Context: an optimization exercise on an open-source flow, tuned for small area and a short achievable clock period. The choices shown serve that exercise and are no tape-out recipe.
Where RTL was checked, it was by simulation tests only, not by an equivalence proof against the original.
No activity file was given, so power comes from the tool's default toggle rates.

Setup of alpha:
// arm_core
module arm_core #(parameter N = 64)
                (input  logic clk, reset,
                 output logic [N-1:0] IM_addr,
                 input  logic [31:0] IM_readData,
                 output logic [N-1:0] DM_addr, DM_writeData,
                 output logic DM_writeEnable, DM_readEnable,
                 input  logic [N-1:0] DM_readData);
clock: 10.0 ns
lec_check: 0
cap_margin: 10
core_margin: 2
core_utilization: 45
slew_margin: 10
standard.sh (not shown) runs the stock make flow with config.mk's settings and CLKGATE_MAP_FILE= SYNTH_SCRIPT=/design/flow/synth_recipe.tcl, a recipe that flattens the netlist after the stock synthesis.
==> flow/flow/run.sh <==
#!/bin/bash
# Standard ORFS layout (the standard.sh, standard synthesis) with:
#  - larger CTS sink clusters and no dummy loads (fewer clock buffers,
#    fewer tree levels),
#  - port buffers of a plain buffer cell.
set -euo pipefail
bash standard.sh SETUP_SLACK_MARGIN=6.65 \
  'CTS_ARGS=-sink_clustering_enable -repair_clock_nets -dont_use_dummy_load -sink_clustering_size 20 -sink_clustering_max_diameter 60' \
  'BUFFER_PORTS_ARGS=-buffer_cell sky130_fd_sc_hd__buf_4' \
  finish > make_finish.log 2>&1
## Diff of input files: beta against alpha
--- a/flow/flow/run.sh
+++ b/flow/flow/run.sh
@@ -5,5 +5,5 @@
 #  - port buffers of a plain buffer cell.
 set -euo pipefail
-bash standard.sh SETUP_SLACK_MARGIN=6.65 \
+bash standard.sh SETUP_SLACK_MARGIN=7.0 \
   'CTS_ARGS=-sink_clustering_enable -repair_clock_nets -dont_use_dummy_load -sink_clustering_size 20 -sink_clustering_max_diameter 60' \
   'BUFFER_PORTS_ARGS=-buffer_cell sky130_fd_sc_hd__buf_4' \
--- a/flow/config.mk
+++ b/flow/config.mk
@@ -6,6 +6,6 @@
 export NUM_CORES = 4
 export LEC_CHECK = 0
-export CAP_MARGIN = 10
+export CAP_MARGIN = 20
 export CORE_MARGIN = 2
-export CORE_UTILIZATION = 45
-export SLEW_MARGIN = 10
+export CORE_UTILIZATION = 55
+export SLEW_MARGIN = 20
==> notes.md <==
The number of flops mapped to enable cells by yosys was comparable across alpha and beta.
Going from alpha to beta, power of the combinational group grew by a few percent.
alpha → beta: placed cell area -600 µm²; starting density of the core higher.
[beta] number of global-route vias before repair rose about 1% relative to alpha
For alpha, the termination of the worst setup path was e_bx[60]$_DFF_P_, unlike beta, where it was IM_addr[63].
In beta the number of antenna violations at the first check in global routing turned out 2.4% lower than in alpha.
In the flow results for alpha and beta, the post-route clock period utilization is larger on alpha.
Relative area of non-clock buffer cells in the final design: beta vs alpha up 0.68 points
The inputs of gamma differ from those of beta as listed below.
--- a/flow/flow/run.sh
+++ b/flow/flow/run.sh
@@ -5,5 +5,5 @@
 #  - port buffers of a plain buffer cell.
 set -euo pipefail
-bash standard.sh SETUP_SLACK_MARGIN=7.0 \
+bash standard.sh SETUP_SLACK_MARGIN=6.8 \
   'CTS_ARGS=-sink_clustering_enable -repair_clock_nets -dont_use_dummy_load -sink_clustering_size 20 -sink_clustering_max_diameter 60' \
   'BUFFER_PORTS_ARGS=-buffer_cell sky130_fd_sc_hd__buf_4' \
--- a/flow/config.mk
+++ b/flow/config.mk
@@ -8,4 +8,4 @@
 export CAP_MARGIN = 20
 export CORE_MARGIN = 2
-export CORE_UTILIZATION = 55
+export CORE_UTILIZATION = 45
 export SLEW_MARGIN = 20
## What came out
Taking beta as the reference point, the non-clock buffer count of gamma falls by about 3%. | antenna diode instance count | higher: gamma |. Per the comparison of gamma with beta, core utilization lost 12 points; clock power lost about 2%. Initial antenna violation count went up by a little under 10% going from beta to gamma. Between beta and gamma, the detailed-routed wire length on met3 is lower for gamma. Final instance area was higher in the run labelled beta. Summary: with beta as the reference, internal portion of total power in gamma moved down slightly. The hold slack of gamma is higher than that of beta. Compared with beta, gamma shows routed length on met2 higher by 6000 µm.

---

arm_core, a different RTL version from the one above (not shown whole).
Size: about 7600 cells after synthesis, roughly 2600 flip-flops, ~290 I/O pins, about 110000 um2 of cells after synthesis.
Settings: LEC_CHECK=0, CAP_MARGIN=20, CORE_MARGIN=2, CORE_UTILIZATION=40, SLEW_MARGIN=20; clock period 10.0 ns.
run.sh (not shown) runs the stock make flow with config.mk's settings and CLKGATE_MAP_FILE= SYNTH_SCRIPT=/design/flow/synth_recipe.tcl, a recipe that flattens the netlist after the stock synthesis.
Stock flow here: none of the scripts above is used.
The first run completed, yet does not pass: antenna rules.
Change:
Settings changed: SETUP_SLACK_MARGIN from default to 5.
What happened:
- This time the run completed without violations
- core utilization is about the same
- area after synthesis does not change
- worst setup slack is better by 1200 ps
- critical path depth shrinks by 1
- power stays flat
- hold slack is about the same
- routed wire length hardly moves
- sequential power is about the same
- global-route usage barely changes
- sequential share of layout area is about the same
No functional check of the RTL was part of any run of this note.

---

arm_core, a different RTL version from the one above (not shown whole).
Size: ~290 I/O pins.
==> flow/design.v (excerpt) <==
module arm_core #(parameter N = 64)
                (input  logic clk, reset,
                 output logic [N-1:0] IM_addr,
                 input  logic [31:0] IM_readData,
                 output logic [N-1:0] DM_addr, DM_writeData,
                 output logic DM_writeEnable, DM_readEnable,
                 input  logic [N-1:0] DM_readData);
export LEC_CHECK = 0
export CAP_MARGIN = 20
export CORE_MARGIN = 2
export CORE_UTILIZATION = 50
export SLEW_MARGIN = 20
create_clock -name core_clock -period 10.0 [get_ports {clk}]
standard.sh (not shown) runs the stock make flow with config.mk's settings and CLKGATE_MAP_FILE= SYNTH_SCRIPT=/design/flow/synth_recipe.tcl, a recipe that flattens the netlist after the stock synthesis.
==> flow/flow/run.sh <==
#!/bin/bash
set -euo pipefail
bash standard.sh SETUP_SLACK_MARGIN=6.4 finish > make_finish.log 2>&1
Rerun with:
--- a/flow/config.mk
+++ b/flow/config.mk
@@ -10 +10 @@
-export CORE_UTILIZATION = 50
+export CORE_UTILIZATION = 40
After rerunning: The changed run finished clean; sequential share of layout area falls by 0.24 points; final area rises slightly; synthesized area stays the same; clock-buffer cell count falls by 44; wire length rises by a few percent; critical path depth stays the same; worst setup slack is better by 0.044 ns; via count hardly moves; power falls slightly; combinational power falls by a little under a tenth; global-route usage falls by 8.5 points.
Function was not checked in any run of this note: the RTL went through the layout flow alone.

---

The RTL this note starts from:
==> flow/design.v <==
module arm_core #(parameter N = 64)
                (input  logic clk, reset,
                 output logic [N-1:0] IM_addr,
                 input  logic [31:0] IM_readData,
                 output logic [N-1:0] DM_addr, DM_writeData,
                 output logic DM_writeEnable, DM_readEnable,
                 input  logic [N-1:0] DM_readData);
    logic [63:2] pc_f;
    assign IM_addr = {pc_f, 2'b00};
    logic [10:0] op;
    assign op = IM_readData[31:21];
    logic f_rar, f_rlog, f_ld, f_st, f_cbz, f_bc, f_i;
    assign f_rar  = op[10] & (op[7:0] == 8'b01011000);             
    assign f_rlog = op[10] & ~op[9] & (op[7:0] == 8'b01010000);    
    assign f_ld   = (op == 11'b11111000010);
    assign f_st   = (op == 11'b11111000000);
    assign f_cbz  = (op[10:3] == 8'b10110100);
    assign f_bc   = (op[10:3] == 8'b01010100);
    assign f_i    = op[10] & (op[7:1] == 7'b1000100);              
    logic [11:0] f_ctl;
    assign f_ctl = {f_rar | f_rlog | f_ld | f_i,       
                    f_ld,                             
                    f_st,                             
                    (f_rar | f_i) & op[9],            
                    (f_rar | f_i) & op[8],            
                    f_rlog & ~op[8],                  
                    f_rlog & op[8],                   
                    f_cbz,                            
                    f_bc,                             
                    f_ld | f_st,                      
                    f_i,                              
                    f_cbz | f_bc};                    
    logic [4:0] f_ra1, f_ra2;
    assign f_ra1 = IM_readData[9:5];
    assign f_ra2 = (f_st | f_cbz) ? IM_readData[4:0] : IM_readData[20:16];
    logic        m_regw;
    logic [4:0]  m_rdn;
    logic        f_wen, f_br, f_byp1, f_byp2;
    logic [30:0] f_s1, f_s2;
    assign f_wen  = m_regw & (m_rdn != 5'd31);
    assign f_br   = f_cbz | f_bc;                   
    assign f_byp1 = ~f_br & f_wen & (m_rdn == f_ra1);
    assign f_byp2 = f_wen & (m_rdn == f_ra2);
    always_comb
        for (int j = 0; j < 31; j++) begin
            f_s1[j] = ~f_br & ~f_byp1 & (f_ra1 == 5'(j));
            f_s2[j] = ~f_byp2 & (f_ra2 == 5'(j));
        end
    logic [11:0] d_ctl;
    logic [63:2] pc_d;
    logic [23:0] ir_d;
    logic [30:0] d_s1, d_s2;
    logic        d_byp1, d_byp2;
    always_ff @(posedge clk, posedge reset)
        if (reset) d_ctl <= '0;
        else       d_ctl <= f_ctl;
    always_ff @(posedge clk) begin
        pc_d   <= pc_f;
        ir_d   <= IM_readData[23:0];
        d_s1   <= f_s1;
        d_s2   <= f_s2;
        d_byp1 <= f_byp1;
        d_byp2 <= f_byp2;
    end
    logic [30:0] w_sel;          
    logic [63:0] w_wd;
    logic [64*31-1:0] rf;
    always_ff @(posedge clk)
        for (int j = 0; j < 31; j++)
            if (w_sel[j]) rf[64*j +: 64] <= w_wd;
    logic [63:0] rd1, rd2;
    always_comb begin
        rd1 = ({64{d_byp1}} & w_wd) | ({64{d_ctl[0]}} & {pc_d, 2'b00});
        rd2 = {64{d_byp2}} & w_wd;
        for (int j = 0; j < 31; j++) begin
            rd1 = rd1 | ({64{d_s1[j]}} & rf[64*j +: 64]);
            rd2 = rd2 | ({64{d_s2[j]}} & rf[64*j +: 64]);
        end
    end
    logic [20:0] d_imm;
    logic        d_imms;
    always_comb begin
        d_imm  = '0;
        d_imms = 1'b0;
        if (d_ctl[2]) begin           
            d_imm  = {{12{ir_d[20]}}, ir_d[20:12]};
            d_imms = ir_d[20];
        end else if (d_ctl[1]) begin  
            d_imm  = {9'b0, ir_d[21:10]};
        end else begin                
            d_imm  = {ir_d[23:5], 2'b00};
            d_imms = ir_d[23];
        end
    end
    logic [63:0] d_b, d_bx;
    assign d_b  = (|d_ctl[2:0]) ? {{43{d_imms}}, d_imm} : rd2;
    assign d_bx = d_ctl[8] ? ~d_b : d_b;
    logic [9:0]  e_ctl;    
    logic [63:0] e_a, e_bx, e_rd2;
    logic [4:0]  e_rd;
    always_ff @(posedge clk, posedge reset)
        if (reset) e_ctl <= '0;
        else       e_ctl <= {d_ctl[11:3], |d_ctl[2:0]};
    always_ff @(posedge clk) begin
        e_a    <= rd1;
        e_bx   <= d_bx;
        e_rd2  <= rd2;
        e_rd   <= ir_d[4:0];
    end
    logic e_sub, e_setf, e_and, e_orr, e_cbz, e_bc;
    assign e_sub    = e_ctl[6];
    assign e_setf   = e_ctl[5];
    assign e_and    = e_ctl[4];
    assign e_orr    = e_ctl[3];
    assign e_cbz    = e_ctl[2];
    assign e_bc     = e_ctl[1];
    logic        arith;
    logic [63:0] g, p, t, c;
    assign arith = ~(e_and | e_orr);
    assign g = e_a & e_bx & {64{arith}};
    assign p = e_a ^ e_bx;
    assign t = e_and ? (e_a & e_bx) : e_orr ? (e_a | e_bx) : p;
    logic [63:0] gg [0:6];
    logic [63:0] pp [0:6];
    always_comb begin
        gg[0] = g;
        pp[0] = p;
        gg[0][0] = g[0] | (p[0] & e_sub);
        for (int l = 0; l < 6; l++)
            for (int i = 0; i < 64; i++)
                if (i >= (1 << l)) begin
                    gg[l+1][i] = gg[l][i] | (pp[l][i] & gg[l][i - (1 << l)]);
                    pp[l+1][i] = pp[l][i] & pp[l][i - (1 << l)];
                end else begin
                    gg[l+1][i] = gg[l][i];
                    pp[l+1][i] = pp[l][i];
                end
    end
    assign c = {gg[6][62:0], e_sub};       
    logic [63:0] res;
    assign res = t ^ c;
    logic fz, fn, fc, fv;
    logic nz, nn, nc, nv;
    assign nz = ~|(p ^ {e_a[62:0] | e_bx[62:0], e_sub});
    assign nn = res[63];
    assign nc = gg[6][63] & ~(e_sub & (&e_bx));      
    assign nv = (e_a[63] == e_bx[63]) & (res[63] != e_a[63]);
    always_ff @(posedge clk, posedge reset)
        if (reset)       {fz, fn, fc, fv} <= '0;
        else if (e_setf) {fz, fn, fc, fv} <= {nz, nn, nc, nv};
    logic bcond;
    always_comb
        case (e_rd)
            5'd0:  bcond = fz;
            5'd1:  bcond = ~fz;
            5'd2:  bcond = fc;
            5'd3:  bcond = ~fc;
            5'd4:  bcond = fn;
            5'd5:  bcond = ~fn;
            5'd6:  bcond = fv;
            5'd7:  bcond = ~fv;
            5'd8:  bcond = ~fz & fc;
            5'd9:  bcond = ~(~fz & fc);
            5'd10: bcond = (fn == fv);
            5'd11: bcond = (fn != fv);
            5'd12: bcond = ~fz & (fn == fv);
            5'd13: bcond = ~(~fz & (fn == fv));
            default: bcond = 1'b0;
        endcase
    logic taken_e;
    assign taken_e = (e_cbz & (e_rd2 == 64'd0)) | (e_bc & bcond);
    logic        m_rd, m_wr, m_taken;
    logic [63:0] m_res, m_wd;
    always_ff @(posedge clk, posedge reset)
        if (reset) {m_regw, m_rd, m_wr, m_taken} <= '0;
        else       {m_regw, m_rd, m_wr, m_taken} <= {e_ctl[9:7], taken_e};
    always_ff @(posedge clk) begin
        m_res <= res;
        m_wd  <= e_rd2;
        m_rdn <= e_rd;
    end
    assign DM_addr        = m_res;
    assign DM_writeData   = m_wd;
    assign DM_writeEnable = m_wr;
    assign DM_readEnable  = m_rd;
    always_ff @(posedge clk, posedge reset)
        if (reset) pc_f <= '0;
        else       pc_f <= m_taken ? m_res[63:2] : pc_f + 62'd1;
    always_ff @(posedge clk, posedge reset)
        if (reset) w_sel <= '0;
        else
            for (int j = 0; j < 31; j++)
                w_sel[j] <= m_regw & (m_rdn == 5'(j));
    always_ff @(posedge clk)
        w_wd <= m_rd ? DM_readData : m_res;
endmodule
export LEC_CHECK = 0
export CAP_MARGIN = 20
export CORE_MARGIN = 2
export CORE_UTILIZATION = 45
export SLEW_MARGIN = 20
create_clock -name core_clock -period 10.0 [get_ports {clk}]
==> flow/flow/run.sh <==
#!/bin/bash
# Standard ORFS layout (the standard.sh, standard synthesis) with:
#  - larger CTS sink clusters and no dummy loads (fewer clock buffers,
#    fewer tree levels),
#  - port buffers of a plain buffer cell.
set -euo pipefail
bash standard.sh SETUP_SLACK_MARGIN=6.8 \
  'CTS_ARGS=-sink_clustering_enable -repair_clock_nets -dont_use_dummy_load -sink_clustering_size 30 -sink_clustering_max_diameter 80' \
  'BUFFER_PORTS_ARGS=-buffer_cell sky130_fd_sc_hd__buf_4' \
  finish > make_finish.log 2>&1
Edit:
==> flow/flow/run.sh (replaced) <==
#!/bin/bash
# Standard ORFS layout (the standard.sh, standard synthesis) with:
#  - larger CTS sink clusters and no dummy loads (fewer clock buffers,
#    fewer tree levels).
set -euo pipefail
bash standard.sh SETUP_SLACK_MARGIN=6.6 \
  'CTS_ARGS=-sink_clustering_enable -repair_clock_nets -dont_use_dummy_load -sink_clustering_size 30 -sink_clustering_max_diameter 80' \
  finish > make_finish.log 2>&1
--- a/flow/config.mk
+++ b/flow/config.mk
@@ -9,3 +9,3 @@
 export CORE_MARGIN = 2
-export CORE_UTILIZATION = 45
+export CORE_UTILIZATION = 40
 export SLEW_MARGIN = 20
The new run produced a clean layout. Synthesized cell count stays the same. Final cell count increases by 2.7%. Total power decreases by 2.5%. Register-to-register slack degrades by 0.10 ns. Flip-flop and latch count does not change.

---

arm_core with an RTL version that a note above also has.
Size: roughly 7800 cells after synthesis, ~2700 flip-flops, roughly 290 I/O pins, roughly 110000 µm² of cells after synthesis.
==> flow/design.v (excerpt) <==
module arm_core #(parameter N = 64)
                (input  logic clk, reset,
                 output logic [N-1:0] IM_addr,
                 input  logic [31:0] IM_readData,
                 output logic [N-1:0] DM_addr, DM_writeData,
                 output logic DM_writeEnable, DM_readEnable,
                 input  logic [N-1:0] DM_readData);
    logic [63:2] pc_f;
    assign IM_addr = {pc_f, 2'b00};
    logic [10:0] op;
    assign op = IM_readData[31:21];
    logic f_rar, f_rlog, f_ld, f_st, f_cbz, f_bc, f_i;
    assign f_rar  = op[10] & (op[7:0] == 8'b01011000);             
    assign f_rlog = op[10] & ~op[9] & (op[7:0] == 8'b01010000);    
    assign f_ld   = (op == 11'b11111000010);
    assign f_st   = (op == 11'b11111000000);
    assign f_cbz  = (op[10:3] == 8'b10110100);
    assign f_bc   = (op[10:3] == 8'b01010100);
    assign f_i    = op[10] & (op[7:1] == 7'b1000100);              
    logic [11:0] f_ctl;
    assign f_ctl = {f_rar | f_rlog | f_ld | f_i,       
                    f_ld,                             
                    f_st,                             
                    (f_rar | f_i) & op[9],            
                    (f_rar | f_i) & op[8],            
                    f_rlog & ~op[8],                  
                    f_rlog & op[8],                   
                    f_cbz,                            
                    f_bc,                             
                    f_ld | f_st,                      
                    f_i,                              
                    f_cbz | f_bc};                    
    logic        m_regw;
    logic [4:0]  m_rdn;
    logic [4:0]  f_ra1, f_rn, f_rm;
    logic        f_wen, f_br, f_r2l, f_byp1, f_bypn, f_bypm, f_byp2;
    logic [30:0] f_s1, f_s2;
    assign f_ra1  = IM_readData[9:5];
    assign f_rn   = IM_readData[4:0];                 
    assign f_rm   = IM_readData[20:16];               
    assign f_wen  = m_regw & (m_rdn != 5'd31);
    assign f_br   = f_cbz | f_bc;                     
    assign f_r2l  = f_st | f_cbz;                     
    assign f_byp1 = ~f_br & f_wen & (m_rdn == f_ra1);
    assign f_bypn = f_wen & (m_rdn == f_rn);
    assign f_bypm = f_wen & (m_rdn == f_rm);
    assign f_byp2 = f_r2l ? f_bypn : f_bypm;
    always_comb
        for (int j = 0; j < 31; j++) begin
  ...
clock: 10.0 ns
lec_check: 0
cap_margin: 20
core_margin: 2
core_utilization: 45
place_density: 0.75
slew_margin: 20
==> flow/flow/run.sh <==
#!/bin/bash
# Standard ORFS layout (the standard.sh, standard synthesis) with:
#  - larger CTS sink clusters and no dummy loads (fewer clock buffers,
#    fewer tree levels),
#  - port buffers of a plain buffer cell.
set -euo pipefail
bash standard.sh SETUP_SLACK_MARGIN=7.0 \
  'CTS_ARGS=-sink_clustering_enable -repair_clock_nets -dont_use_dummy_load -sink_clustering_size 20 -sink_clustering_max_diameter 60' \
  'BUFFER_PORTS_ARGS=-buffer_cell sky130_fd_sc_hd__buf_4' \
  finish > make_finish.log 2>&1
The starting point finished with timing, DRC and antenna clean.
Next try:
- PLACE_DENSITY: 0.75 -> not set
Effect: Global-route usage rose by 1.9 points; fmax stays flat; clock-buffer cell count increases by 12; worst setup slack got worse by 0.0065 ns; final cell count rose slightly; core utilization went up by 0.41 points; sequential power stays flat.

==> afterwards: timing with drivers on the ports <==
How much do the figures lean on ideal ports? The routed layouts below were timed once more, with nothing changed but the port constraints.
Step 1, drivers: a clkbuf_16 drives clk and a buf_2 each remaining input, both assumed.
Step 2 adds t to the input delays and takes it off the output delays; t is the mean of the earliest and latest rising clock arrival at the registers after step 1. Input paths then give back, and output paths get back, about the clock's delay inside the block.
a / b / c = ideal ports / drivers / drivers and shift; a / b = the first two.
| run | shift t [ns] | setup slack, ns | worst register clock-pin slew, ns | pins driven straight from the clock port |
|---|---|---|---|---|
| alpha | 0.976 | 6.356 / 6.352 / 5.719 | 0.09 / 0.09 | 1 |
| beta | 0.953 | 6.460 / 6.363 / 5.811 | 0.09 / 0.09 | 1 |
| gamma | 0.968 | 6.458 / 6.367 / 5.755 | 0.09 / 0.09 | 1 |
| the first run of note 2 | 0.978 | 3.668 / 3.668 / 3.668 | 0.07 / 0.07 | 1 |
| the second run of note 2 | 0.987 | 4.872 / 4.872 / 4.872 | 0.07 / 0.07 | 1 |
| the first run of note 3 | 1.031 | 6.085 / 6.085 / 5.758 | 0.07 / 0.07 | 1 |
| the second run of note 3 | 0.976 | 6.130 / 6.130 / 5.899 | 0.07 / 0.07 | 1 |
| the first run of note 4 | 0.933 | 6.261 / 6.320 / 5.386 | 0.12 / 0.12 | 1 |
| the second run of note 4 | 0.949 | 6.232 / 6.308 / 5.359 | 0.12 / 0.12 | 1 |
| the first run of note 5 | 0.949 | 6.436 / 6.328 / 5.727 | 0.09 / 0.09 | 1 |
| the second run of note 5 | 0.955 | 6.429 / 6.336 / 5.800 | 0.09 / 0.09 | 1 |
The setup slack of the first run of note 4, which loses most, moves by +0.059 ns with the drivers and by -0.875 ns with both steps.
